This is an optimization exercise on Yosys and OpenROAD, whose aim is small area, a short achievable clock period and few clock cycles, not a production implementation.
Where RTL was checked, it was by simulation tests only, not by an equivalence proof against the original.

== main ==
## fft
module fft(
	rst_n,
	clk,
	data1,
	fft_go,
	fft_done,
	fft_res
);
For scale: ~3000 flip-flops, about 28 I/O pins.
Settings: LEC_CHECK=0, CAP_MARGIN=20, CORE_MARGIN=2, CORE_UTILIZATION=42, CTS_CLUSTER_DIAMETER=90, CTS_CLUSTER_SIZE=32, SETUP_SLACK_MARGIN=5.0, SLEW_MARGIN=20; clock period 8.0 ns.
run.sh (not shown) runs the stock make flow with config.mk's settings and CLKGATE_MAP_FILE= SYNTH_SCRIPT=/design/flow/synth_recipe.tcl, a recipe that flattens the netlist after the stock synthesis.
The final layout from main, which completed every stage, passed the timing, design-rule and antenna checks at the end of the flow.
Testbench counts of main, summed over its fixed seeds: cycles 18,384.
> inputs changed (main -> the feature branch)
Settings: swapping 42 for 48 in CORE_UTILIZATION; swapping 90 for 60 in CTS_CLUSTER_DIAMETER; putting PLACE_DENSITY at 0.62 where nothing was set; swapping 32 for 30 in CTS_CLUSTER_SIZE.
### Flow results
Fmax deteriorates in the feature branch relative to main. Max worst hold slack across the feature branch and main: main. The feature branch vs. main: clock buffer count from CTS rose 32%, width of the die fell by about 6.4%. Delta (the feature branch minus main): worst setup slack saw a decrease; total routing usage reported by global routing saw an increase; final cell count saw a decrease. The feature branch: multi-input combinational cell area about 0.45% above main.

---

fft, a different RTL version from the one above (not shown whole).
Size: ~8,300 cells after synthesis, about 2,800 flip-flops, roughly 98,000 um2 of cells after synthesis.
Design fft, start of the top module:
module fft(
	rst_n,
	clk,
	data1,
	fft_go,
	fft_done,
	fft_res
);
	input rst_n;
	input clk;
	input signed [7:0] data1;
	input fft_go;
	output reg fft_done;
	output reg [15:0] fft_res;
	localparam [8:0] OUT0 = 9'd253;              
	localparam [8:0] LAST = OUT0 + 9'd127;       
	reg        run;
	reg  [8:0] cnt;
	always @(posedge clk or negedge rst_n)
		if (!rst_n) begin
			run <= 1'b0;
			cnt <= 9'd0;
		end else if (fft_go) begin
			run <= 1'b1;
			cnt <= 9'd1;
		end else if (run) begin
			cnt <= cnt + 9'd1;
			if (cnt == LAST)
				run <= 1'b0;
		end
	always @(posedge clk or negedge rst_n)
		if (!rst_n)
			fft_done <= 1'b0;
		else
			fft_done <= run & ~fft_go & (cnt >= OUT0 - 9'd1) & (cnt <= LAST - 9'd1);
	wire [8:0] cn = cnt + 9'd1;
	reg  bypA, bypB, bypC, modeA, modeB, modeC;
	reg  inj0, osel0, lo1, inj1, osel1, inj2, osel2;
	reg  [1:0] lo2;
	reg  inj3, osel3, inj4, osel4, inj5, osel5, inj6, osel6, sel6;
	reg  [5:0] tw3, tw4, tw5, tw6;
	wire [6:0] pA = cn[6:0] - 7'd4;
	wire [6:0] pB = cn[6:0] - 7'd67;
	wire [6:0] pC = cn[6:0] - 7'd97;
	wire [6:0] p0 = cn[6:0] - 7'd110;
	wire [6:0] p1 = cn[6:0] - 7'd112;
	wire [6:0] p2 = cn[6:0] - 7'd116;
	wire [6:0] p3 = cn[6:0] - 7'd122;
	wire [6:0] p4 = cn[6:0] - 7'd132;
	wire [6:0] p5 = cn[6:0] - 7'd150;
	wire [6:0] p6 = cn[6:0] - 7'd186;
	wire [6:0] j0 = p0 - 7'd1, q0 = p0 - 7'd2;
	wire [6:0] j1 = p1 - 7'd2, q1 = p1 - 7'd4;
	wire [6:0] j2 = p2 - 7'd2, q2 = p2 - 7'd6;
	wire [6:0] j3 = p3 - 7'd2, q3 = p3 - 7'd10;
	wire [6:0] j4 = p4 - 7'd2, q4 = p4 - 7'd18;
  ...
Settings: LEC_CHECK=0, CAP_MARGIN=20, CORE_MARGIN=2, CORE_UTILIZATION=40, CTS_CLUSTER_DIAMETER=60, CTS_CLUSTER_SIZE=30, SLEW_MARGIN=20; clock period 8.0 ns.
Testbench counts at the start, summed over its fixed seeds: cycles 18,288.
Next try:
CTS_CLUSTER_DIAMETER = default   (was 60)
CTS_CLUSTER_SIZE = default   (was 30)
SETUP_SLACK_MARGIN = 4.8   (was default)
Flip-flop and latch count stays the same.
Routed wire length increases by 7.3%.
Worst setup slack gains 610 ps.
Worst hold slack degrades by 56 ps.
Die area is unchanged.
Next try:
SETUP_SLACK_MARGIN = default   (was 4.8)
Effect: Die area stays the same. Setup slack degrades by 650 ps. Area after synthesis stays the same. Synthesized cell count stays the same. Core utilization fell by 1.9 points. Register-to-register slack degrades by 650 ps. Count of clock-buffer cells in the layout came out higher by 18.

---

oak:
Another version of the RTL of fft (not shown whole).
Size in the first run: about 7,800 cells after synthesis, ~3,000 flip-flops, about 28 I/O pins, about 96,000 um2 of cells after synthesis.
Settings: LEC_CHECK=0, CAP_MARGIN=20, CORE_MARGIN=2, CORE_UTILIZATION=55, CTS_CLUSTER_DIAMETER=60, CTS_CLUSTER_SIZE=30, PLACE_DENSITY=0.65, SETUP_SLACK_MARGIN=5.0, SLEW_MARGIN=20; clock period 8.0 ns.
The flow for oak finished, though final verification flagged antenna rules.
Testbench counts of oak, summed over its fixed seeds: cycles 18,384.
## Diff of input files: pine against oak
Settings: PLACE_DENSITY no longer set, was 0.65; CORE_UTILIZATION now 40, was 55.
==> run notes <==
Looking at the reports, pine completed the entire flow and the layout it produced met the timing, design-rule and antenna checks. Logic depth of the worst setup path including buffers in pine is 3 lower than in oak. Against oak, pine reports a relative area of clock buffers and inverters in the final design that is lower. Looking at top metal layer carrying routed signals, the met4 result is from oak; the met5 one comes from pine. The faster design of the two is pine; oak tops out lower. Compared with oak, in pine area occupied by multi-input gates saw little to no change, met2 demand-to-capacity share in global routing shrank by 7.9 points, time the worst path needs with I/O delays and setup decreased by 0.013 ns relative to the old numbers, die span in y rose 17%, hold buffer count at cts ~0 delta.

---

fft with an RTL version that a note above also has.
Size: about 8100 cells after synthesis, ~3000 flip-flops.
## fft
module fft(
	rst_n,
	clk,
	data1,
	fft_go,
	fft_done,
	fft_res
);
clock: 8.0 ns
lec_check: 0
cap_margin: 20
core_margin: 2
core_utilization: 46
cts_cluster_diameter: 70
cts_cluster_size: 35
place_density: 0.62
setup_slack_margin: 5.0
slew_margin: 20
The starting point completed without violations.
Testbench counts at the start, summed over its fixed seeds: cycles 18,384.
Change:
--- a/flow/config.mk
+++ b/flow/config.mk
@@ -10 +10 @@
-export CORE_UTILIZATION = 46
+export CORE_UTILIZATION = 40
@@ -13 +12,0 @@
-export PLACE_DENSITY = 0.62
The new run completed with no timing, DRC or antenna violations.
Maximum frequency barely changes.
Wire length increases slightly.
Register-to-register slack is worse by 30 ps.
Change:
--- a/flow/config.mk
+++ b/flow/config.mk
@@ -11,2 +11,2 @@
-export CTS_CLUSTER_DIAMETER = 70
-export CTS_CLUSTER_SIZE = 35
+export CTS_CLUSTER_DIAMETER = 60
+export CTS_CLUSTER_SIZE = 30
Effect:
- cell area grows slightly
- fmax stays flat
- routed wire length rises slightly
- sequential share of layout area goes down by 0.45 points
- worst setup slack is about the same
- area after synthesis stays the same
Change:
--- a/flow/config.mk
+++ b/flow/config.mk
@@ -11,2 +11,2 @@
-export CTS_CLUSTER_DIAMETER = 60
-export CTS_CLUSTER_SIZE = 30
+export CTS_CLUSTER_DIAMETER = 80
+export CTS_CLUSTER_SIZE = 32
What happened: Register-to-register slack stays flat. Utilization falls by 0.62 points. Die area does not change. Worst setup slack improved by 25 ps. First-iteration DRC count rises by roughly a tenth. Synthesized area stays the same. Via count falls slightly. Cell area falls slightly. Final cell count falls slightly.
Change:
--- a/flow/config.mk
+++ b/flow/config.mk
@@ -8 +8 @@
-export CAP_MARGIN = 20
+export CAP_MARGIN = 10
@@ -14 +14 @@
-export SLEW_MARGIN = 20
+export SLEW_MARGIN = 10
Result: First-iteration DRC count falls by about 6%; design area is about the same; routed wire length stays flat; synthesized cell count is unchanged; non-clock buffer count falls by 2.

---

fft, a different RTL version from the one above (not shown whole).
Size: roughly 2900 flip-flops, ~28 I/O pins, roughly 0.096 mm^2 of cells after synthesis.
clock: 8.0 ns
lec_check: 0
cap_margin: 20
core_margin: 2
core_utilization: 48
cts_cluster_diameter: 60
cts_cluster_size: 30
place_density: 0.62
setup_slack_margin: 5.0
slew_margin: 20
Edit:
- CORE_UTILIZATION: 48 -> 40
- PLACE_DENSITY: 0.62 -> not set
=> The new run went through all stages and came out clean. Non-clock buffer count rises by 1. Die area went up by 20%. Critical path depth shrinks by 5.
No run of this note included a check of the RTL's function; only the layout flow was run.

---

== the previous run ==
fft, a different RTL version from the one above (not shown whole).
Size: roughly 28 I/O pins, roughly 0.098 sq mm of cells after synthesis.
// fft
module fft(
	rst_n,
	clk,
	data1,
	fft_go,
	fft_done,
	fft_res
);
Settings: LEC_CHECK=0, CAP_MARGIN=20, CORE_MARGIN=2, CORE_UTILIZATION=40, CTS_CLUSTER_DIAMETER=70, CTS_CLUSTER_SIZE=35, SETUP_SLACK_MARGIN=5.0, SLEW_MARGIN=20; clock period 8.0 ns.
Testbench counts of the previous run, summed over its fixed seeds: cycles 18,384.
What the current run does differently from the previous run at the input level:
# the previous run
export LEC_CHECK = 0
export CAP_MARGIN = 20
export CORE_MARGIN = 2
export CORE_UTILIZATION = 40
export CTS_CLUSTER_DIAMETER = 70
export CTS_CLUSTER_SIZE = 35
export SETUP_SLACK_MARGIN = 5.0
export SLEW_MARGIN = 20
create_clock -name core_clock -period 8.0 [get_ports {clk}]
# the current run
export LEC_CHECK = 0
export CAP_MARGIN = 20
export CORE_MARGIN = 2
export CORE_UTILIZATION = 40
export CTS_CLUSTER_DIAMETER = 60
export CTS_CLUSTER_SIZE = 30
export SETUP_SLACK_MARGIN = 5.0
export SLEW_MARGIN = 20
create_clock -name core_clock -period 8.0 [get_ports {clk}]
### Flow results
Synthesis-to-finish area growth ends up lower on the previous run.
Looking only at wire length on met2, and setting everything else aside, the lower value of the current run and the previous run goes to the previous run.
The run showing the greater count of clock buffers in the final design is the current run.
The detailed-route wire length of the previous run and that of the current run are within noise of each other.
Wire length per cell: the previous run vs the current run — no meaningful difference
The standard cells in the current run occupy more silicon area than those in the previous run do.
The current run reached the end of the flow, and the finished layout is clean on the timing, design-rule and antenna checks.

## separate check: timing with driven ports
The flow's constraints put no driver on any port. The routed layouts listed below were extracted and timed again, unchanged, in two steps. Step 1 (the two cells are an assumption about what drives the block):
set clk [get_ports {clk}]
set_driving_cell -lib_cell sky130_fd_sc_hd__clkbuf_16 $clk
set_driving_cell -lib_cell sky130_fd_sc_hd__buf_2 [delete_from_list [all_inputs] $clk]
Step 2 times the ports against the registers' clock, not the clock port: input delays grow and output delays shrink by t, the midpoint of the rising clock arrivals with the driver on. Slacks: no drivers / after step 1 / after step 2; pairs: no drivers / after step 1.
| run | shift t [ns] | slack for setup (ns) | worst register clock-pin slew, ns |
|---|---|---|---|
| main | 0.913 | 5.025 / 4.938 / 4.200 | 0.12 / 0.12 |
| the feature branch | 0.912 | 5.006 / 4.919 / 4.165 | 0.11 / 0.11 |
| the first run of note 2 | 0.913 | 4.138 / 4.138 / 4.138 | 0.10 / 0.10 |
| the second run of note 2 | 0.994 | 4.751 / 4.751 / 4.751 | 0.07 / 0.07 |
| the third run of note 2 | 0.989 | 4.099 / 4.099 / 4.099 | 0.07 / 0.07 |
| oak | 0.924 | 4.886 / 4.886 / 4.299 | 0.10 / 0.10 |
| pine | 0.907 | 4.899 / 4.899 / 4.400 | 0.10 / 0.10 |
| the first run of note 4 | 0.908 | 5.046 / 4.962 / 4.242 | 0.12 / 0.12 |
| the second run of note 4 | 0.897 | 5.040 / 4.957 / 4.238 | 0.12 / 0.12 |
| the third run of note 4 | 0.911 | 5.040 / 4.946 / 4.215 | 0.11 / 0.11 |
| the fourth run of note 4 | 0.888 | 5.066 / 4.980 / 4.237 | 0.11 / 0.11 |
| the fifth run of note 4 | 0.887 | 5.052 / 4.968 / 4.230 | 0.11 / 0.11 |
| the first run of note 5 | 0.903 | 4.926 / 4.926 / 4.630 | 0.10 / 0.10 |
| the second run of note 5 | 0.920 | 4.815 / 4.815 / 4.815 | 0.11 / 0.11 |
| the previous run | 0.914 | 4.884 / 4.791 / 4.177 | 0.12 / 0.12 |
| the current run | 0.923 | 4.913 / 4.820 / 4.166 | 0.11 / 0.11 |
The setup slack of the feature branch, which loses most, moves by -0.087 ns with the drivers and by -0.841 ns with both steps.
